This design comes from an exercise in tuning for small area, a short achievable clock period and few clock cycles on the open sky130 flow, not from production work. RTL that was checked went through simulation tests only; none was proved equivalent to the original.

==> flow/design.v <==
module MUL_DIV_top (
    input           clk,
    input           rst_n,
    input  [31:0]   data1,
    input  [31:0]   data2,
    input           MUL_DIV_start,
    input  [2:0]    MUL_DIV_ctrl,
    output [31:0]   MUL_DIV_out,
    output          MUL_DIV_done
);
localparam [3:0] S_IDLE = 4'd0, S_MUL1 = 4'd1, S_MUL = 4'd2, S_TAIL = 4'd3,
                 S_CORR = 4'd4, S_DPREP = 4'd5, S_DIV = 4'd6, S_FIX = 4'd7,
                 S_RCOR = 4'd8;
function [5:0] clz32;
    input [31:0] v;
    reg   [15:0] z1;  reg [15:0] c1;
    reg   [7:0]  z2;  reg [15:0] c2;
    reg   [3:0]  z3;  reg [11:0] c3;
    reg   [1:0]  z4;  reg [7:0]  c4;
    reg          z5;  reg [4:0]  c5;
    integer i;
    begin
        for (i = 0; i < 16; i = i + 1) begin
            z1[i] = ~(v[2*i+1] | v[2*i]);
            c1[i] = ~v[2*i+1];
        end
        for (i = 0; i < 8; i = i + 1) begin
            z2[i] = z1[2*i+1] & z1[2*i];
            c2[2*i+1 -: 2] = z1[2*i+1] ? {1'b1, c1[2*i]} : {1'b0, c1[2*i+1]};
        end
        for (i = 0; i < 4; i = i + 1) begin
            z3[i] = z2[2*i+1] & z2[2*i];
            c3[3*i+2 -: 3] = z2[2*i+1] ? {1'b1, c2[4*i+1 -: 2]} : {1'b0, c2[4*i+3 -: 2]};
        end
        for (i = 0; i < 2; i = i + 1) begin
            z4[i] = z3[2*i+1] & z3[2*i];
            c4[4*i+3 -: 4] = z3[2*i+1] ? {1'b1, c3[6*i+2 -: 3]} : {1'b0, c3[6*i+5 -: 3]};
        end
        z5 = z4[1] & z4[0];
        c5 = z4[1] ? {1'b1, c4[3:0]} : {1'b0, c4[7:4]};
        clz32 = z5 ? 6'd32 : {1'b0, c5};
    end
endfunction
function [2:0] booth;
    input [2:0] b;
    begin
        booth[2] = b[1] ^ b[0];                                    
        booth[1] = (b == 3'b011) | (b == 3'b100);                  
        booth[0] = b[2] & ~(b[1] & b[0]);                          
    end
endfunction
reg  [3:0]  state;
reg         done_r;
reg  [2:0]  op;
reg         osel;            
reg  [2:0]  cnt;             
reg  [1:0]  tcnt;            
reg  [4:0]  dcnt;            
reg         corr;
reg         rneg, qneg, dz;
reg  [5:0]  clza_r, clzb_r;  
reg  [34:0] X;
reg  [31:0] Y;
reg  [33:0] M;
reg         one0, two0, neg0r, one1, two1, neg1, magy, cinr, dmode;
wire        neg0 = neg0r ^ (dmode & X[34]);
wire        cin  = cinr  ^ (dmode & X[34]);
wire op_rem   = op[2] & op[1];
wire a_signed = op[2] ? ~op[0] : (op[1:0] != 2'd3);
wire b_signed = op[2] ? ~op[0] : ~op[1];
localparam W = 38;
wire [W-1:0] Mx   = {{(W-34){M[33]}}, M};
wire [W-1:0] mag0 = (one0 ? Mx : {W{1'b0}}) | (two0 ? {Mx[W-2:0], 1'b0} : {W{1'b0}})
                  | (magy ? {{(W-32){1'b0}}, Y} : {W{1'b0}});
wire [W-1:0] mag1 = (one1 ? {Mx[W-3:0], 2'b00} : {W{1'b0}}) | (two1 ? {Mx[W-4:0], 3'b000} : {W{1'b0}});
wire [W-1:0] A    = {{(W-35){X[34]}}, X};
wire [W-1:0] B    = mag0 ^ {W{neg0}};
wire [W-1:0] C    = mag1 ^ {W{neg1}};
wire [W-1:0] cs_s = A ^ B ^ C;
wire [W-1:0] cs_c = {(A[W-2:0] & B[W-2:0]) | (A[W-2:0] & C[W-2:0]) | (B[W-2:0] & C[W-2:0]), neg1};
wire [W-1:0] S    = cs_s + cs_c + {{(W-1){1'b0}}, cin};
wire        asgn  = M[31] & a_signed;
wire        bsgn  = Y[31] & b_signed;
wire [5:0]  clz_a = (M[31] & ~a_signed) ? 6'd0 : clza_r;
wire [5:0]  clz_b = (Y[31] & ~b_signed) ? 6'd0 : clzb_r;
wire [5:0]  jd    = (6'd34 - clz_b) >> 1;                   
wire [4:0]  j16   = (jd > 6'd16) ? 5'd16 : jd[4:0];
wire [2:0]  jg    = (j16 + 5'd3) >> 2;                      
wire [6:0]  k_raw = {1'b0, clz_b} - {1'b0, clz_a} + {6'd0, asgn};
wire        k_neg = k_raw[6];
wire [4:0]  k     = k_raw[5] ? 5'd31 : k_raw[4:0];
wire        b_zero = (clzb_r == 6'd32) & ~Y[31];
wire [33:0] Msh   = {{2{bsgn}}, Y} << k;
reg [3:0] nstate;
reg       ndone;
always @* begin
    nstate = state;
    ndone  = 1'b0;
    case (state)
        S_IDLE:  if (MUL_DIV_start) nstate = MUL_DIV_ctrl[2] ? S_DPREP : S_MUL1;
        S_MUL1:  nstate = S_MUL;
        S_MUL:   if (cnt == 3'd1) begin
                     if (tcnt != 2'd0) nstate = S_TAIL;
                     else if (corr) nstate = S_CORR;
                     else begin nstate = S_IDLE; ndone = 1'b1; end
                 end
        S_TAIL:  if (tcnt == 2'd1) begin nstate = S_IDLE; ndone = 1'b1; end
        S_CORR:  begin nstate = S_IDLE; ndone = 1'b1; end
        S_DPREP: if (!k_neg && !b_zero) nstate = S_DIV;
                 else if (op_rem ? asgn : b_zero) nstate = S_FIX;
                 else begin nstate = S_IDLE; ndone = 1'b1; end
        S_DIV:   if (dcnt == 5'd0) begin
                     if (op_rem ? S[W-1] : qneg) nstate = op_rem ? S_RCOR : S_FIX;
                     else if (op_rem & rneg) nstate = S_FIX;
                     else begin nstate = S_IDLE; ndone = 1'b1; end
                 end
        S_RCOR:  if (rneg) nstate = S_FIX;
                 else begin nstate = S_IDLE; ndone = 1'b1; end
        S_FIX:   begin nstate = S_IDLE; ndone = 1'b1; end
        default: nstate = S_IDLE;
    endcase
end
always @(posedge clk or negedge rst_n) begin
    if (!rst_n) begin
        state  <= S_IDLE;
        done_r <= 1'b0;
    end else begin
        state  <= nstate;
        done_r <= ndone;
    end
end
wire       in_asgn = data1[31] & (MUL_DIV_ctrl[2] ? ~MUL_DIV_ctrl[0] : (MUL_DIV_ctrl[1:0] != 2'd3));
wire [2:0] bd0_in  = booth({data2[1:0], 1'b0});
wire [2:0] bd1_in  = booth(data2[3:1]);
wire [2:0] bd0_y   = booth(Y[5:3]);
wire [2:0] bd1_y   = booth(Y[7:5]);
wire       fix_rem = op_rem;
wire       dsgn    = (state == S_DPREP) ? bsgn : M[33];    
reg  [7:0] nctl;    
always @* begin
    nctl = 8'd0;
    case (nstate)
        S_MUL1:  nctl = {bd0_in, bd1_in, 1'b0, bd0_in[0]};
        S_MUL:   nctl = {bd0_y, bd1_y, 1'b0, bd0_y[0]};
        S_CORR:  nctl = {3'b100, 3'b000, 1'b0, 1'b0};
        S_RCOR:  nctl = {2'b10, M[33], 3'b000, 1'b0, M[33]};           
        S_DPREP: nctl = {2'b10, in_asgn, 3'b000, 1'b0, in_asgn};
        S_DIV:   nctl = {2'b10, ~dsgn, 3'b000, 1'b0, ~dsgn};
        S_FIX:   nctl = fix_rem ? {3'b001, 3'b000, 1'b0, 1'b0}
                                : {3'b001, 3'b000, 1'b1, (state == S_DPREP) ? ~b_zero : ~dz};
        default: nctl = 8'd0;
    endcase
end
always @(posedge clk) begin
    {one0, two0, neg0r, one1, two1, neg1, magy, cinr} <= nctl;
    dmode <= (nstate == S_DIV);
end
wire q_bit = ~S[W-1];
always @(posedge clk) begin
    case (state)
        S_IDLE: if (MUL_DIV_start) begin
            op     <= MUL_DIV_ctrl;
            X      <= 35'd0;
            Y      <= data2;
            M      <= {{2{in_asgn}}, data1};
            osel   <= ~MUL_DIV_ctrl[2] & (MUL_DIV_ctrl[1:0] != 2'd0);
            clza_r <= clz32(data1 ^ {32{data1[31]}});
            clzb_r <= clz32(data2 ^ {32{data2[31]}});
        end
        S_MUL1, S_MUL: begin
            X <= {S[W-1], S[W-1:4]};
            Y <= {S[3:0], Y[31:4]};
            if (state == S_MUL1) begin
                cnt  <= {jg, 1'b0} - 3'd1;     
                tcnt <= 3'd4 - jg;
                corr <= jd[4] & jd[0];         
            end else
                cnt <= cnt - 3'd1;
        end
        S_TAIL: begin
            X    <= {{8{X[34]}}, X[34:8]};
            Y    <= {X[7:0], Y[31:8]};
            tcnt <= tcnt - 2'd1;
        end
        S_CORR: X <= S[34:0];
        S_DPREP: begin
            X    <= (op_rem | ~b_zero) ? S[34:0] : 35'd0;    
            M    <= Msh;
            Y    <= 32'd0;
            dcnt <= k;
            dz   <= b_zero;
            rneg <= asgn;
            qneg <= (asgn ^ bsgn) & ~b_zero;
            osel <= op_rem & ~asgn;
        end
        S_DIV: begin
            X    <= (dcnt == 5'd0 && !op_rem) ? 35'd0 : S[34:0];
            Y    <= {Y[30:0], q_bit};
            if (dcnt != 5'd0) M <= {M[33], M[33:1]};
            dcnt <= dcnt - 5'd1;
        end
        S_RCOR: X <= S[34:0];
        S_FIX: begin
            Y    <= fix_rem ? ~S[31:0] : S[31:0];
            osel <= 1'b0;
        end
        default: ;
    endcase
end
assign MUL_DIV_out  = osel ? X[31:0] : Y;
assign MUL_DIV_done = done_r;
endmodule
Settings: LEC_CHECK=0, CAP_MARGIN=20, CORE_MARGIN=2, CORE_UTILIZATION=40, SLEW_MARGIN=20; clock period 9.0 ns.
run.sh (not shown) runs the stock make flow with config.mk's settings and CLKGATE_MAP_FILE= SYNTH_SCRIPT=/design/flow/synth_recipe.tcl, a recipe that flattens the netlist after the stock synthesis.
Testbench counts at the start, summed over its fixed seeds: cycles 64,181.
Change:
--- a/flow/design.v
+++ b/flow/design.v
@@ -9,7 +9,6 @@
     output          MUL_DIV_done
 );
-localparam [3:0] S_IDLE = 4'd0, S_MUL1 = 4'd1, S_MUL = 4'd2, S_TAIL = 4'd3,
-                 S_CORR = 4'd4, S_DPREP = 4'd5, S_DIV = 4'd6, S_FIX = 4'd7,
-                 S_RCOR = 4'd8;
+localparam [2:0] S_IDLE = 3'd0, S_MUL1 = 3'd1, S_MUL = 3'd2, S_TAIL = 3'd3,
+                 S_CORR = 3'd4, S_DPREP = 3'd5, S_DIV = 3'd6, S_FIX = 3'd7;
 function [5:0] clz32;
     input [31:0] v;
@@ -50,5 +49,5 @@
     end
 endfunction
-reg  [3:0]  state;
+reg  [2:0]  state;
 reg         done_r;
 reg  [2:0]  op;
@@ -63,7 +62,5 @@
 reg  [31:0] Y;
 reg  [33:0] M;
-reg         one0, two0, neg0r, one1, two1, neg1, magy, cinr, dmode;
-wire        neg0 = neg0r ^ (dmode & X[34]);
-wire        cin  = cinr  ^ (dmode & X[34]);
+reg         one0, two0, neg0, one1, two1, neg1, magy, cin;
 wire op_rem   = op[2] & op[1];
 wire a_signed = op[2] ? ~op[0] : (op[1:0] != 2'd3);
@@ -92,5 +89,5 @@
 wire        b_zero = (clzb_r == 6'd32) & ~Y[31];
 wire [33:0] Msh   = {{2{bsgn}}, Y} << k;
-reg [3:0] nstate;
+reg [2:0] nstate;
 reg       ndone;
 always @* begin
@@ -111,10 +108,7 @@
                  else begin nstate = S_IDLE; ndone = 1'b1; end
         S_DIV:   if (dcnt == 5'd0) begin
-                     if (op_rem ? S[W-1] : qneg) nstate = op_rem ? S_RCOR : S_FIX;
-                     else if (op_rem & rneg) nstate = S_FIX;
+                     if (op_rem ? rneg : qneg) nstate = S_FIX;
                      else begin nstate = S_IDLE; ndone = 1'b1; end
                  end
-        S_RCOR:  if (rneg) nstate = S_FIX;
-                 else begin nstate = S_IDLE; ndone = 1'b1; end
         S_FIX:   begin nstate = S_IDLE; ndone = 1'b1; end
         default: nstate = S_IDLE;
@@ -144,5 +138,4 @@
         S_MUL:   nctl = {bd0_y, bd1_y, 1'b0, bd0_y[0]};
         S_CORR:  nctl = {3'b100, 3'b000, 1'b0, 1'b0};
-        S_RCOR:  nctl = {2'b10, M[33], 3'b000, 1'b0, M[33]};           
         S_DPREP: nctl = {2'b10, in_asgn, 3'b000, 1'b0, in_asgn};
         S_DIV:   nctl = {2'b10, ~dsgn, 3'b000, 1'b0, ~dsgn};
@@ -152,8 +145,5 @@
     endcase
 end
-always @(posedge clk) begin
-    {one0, two0, neg0r, one1, two1, neg1, magy, cinr} <= nctl;
-    dmode <= (nstate == S_DIV);
-end
+always @(posedge clk) {one0, two0, neg0, one1, two1, neg1, magy, cin} <= nctl;
 wire q_bit = ~S[W-1];
 always @(posedge clk) begin
@@ -195,10 +185,10 @@
         end
         S_DIV: begin
-            X    <= (dcnt == 5'd0 && !op_rem) ? 35'd0 : S[34:0];
+            if (dcnt == 5'd0 && !op_rem) X <= 35'd0;
+            else if (q_bit) X <= S[34:0];
             Y    <= {Y[30:0], q_bit};
-            if (dcnt != 5'd0) M <= {M[33], M[33:1]};
+            M    <= {M[33], M[33:1]};
             dcnt <= dcnt - 5'd1;
         end
-        S_RCOR: X <= S[34:0];
         S_FIX: begin
             Y    <= fix_rem ? ~S[31:0] : S[31:0];
Outcome:
- The new run finished with timing, DRC and antenna clean
- clock skew hardly moves
- global-route usage rises by 0.15 points
- die area rises by a few percent
- final cell count rises by a few percent
- area after synthesis rises by a few percent
Function not checked in the second run of this note: the RTL went through the layout flow alone.

[what the ideal ports hide]
No port has a modelled driver above. Below, the same layouts with a new extraction and two added sets of constraints. Step 1 (the two cells are an assumption about what drives the block):
set clk [get_ports {clk}]
set_driving_cell -lib_cell sky130_fd_sc_hd__clkbuf_16 $clk
set_driving_cell -lib_cell sky130_fd_sc_hd__buf_2 [delete_from_list [all_inputs] $clk]
Step 2 adds t to the input delays and takes it off the output delays; t is the mean of the earliest and latest rising clock arrival at the registers after step 1. Input paths then give back, and output paths get back, about the clock's delay inside the block. a / b / c = ideal / step 1 / step 2; a / b = the first two.
| run | t (ns) | setup WS [ns] | hold WS [ns] | worst setup path at the end | worst slew at a driven data input, ns |
|---|---|---|---|---|---|
| the first run | 0.488 | 3.081 / 3.081 / 3.081 | 0.616 / 0.616 / 0.616 | register to register | 0.06 |
| the second run | 0.514 | 3.450 / 3.450 / 3.450 | 0.630 / 0.630 / 0.630 | register to register | 0.06 |
After both steps every run listed still meets setup and hold.
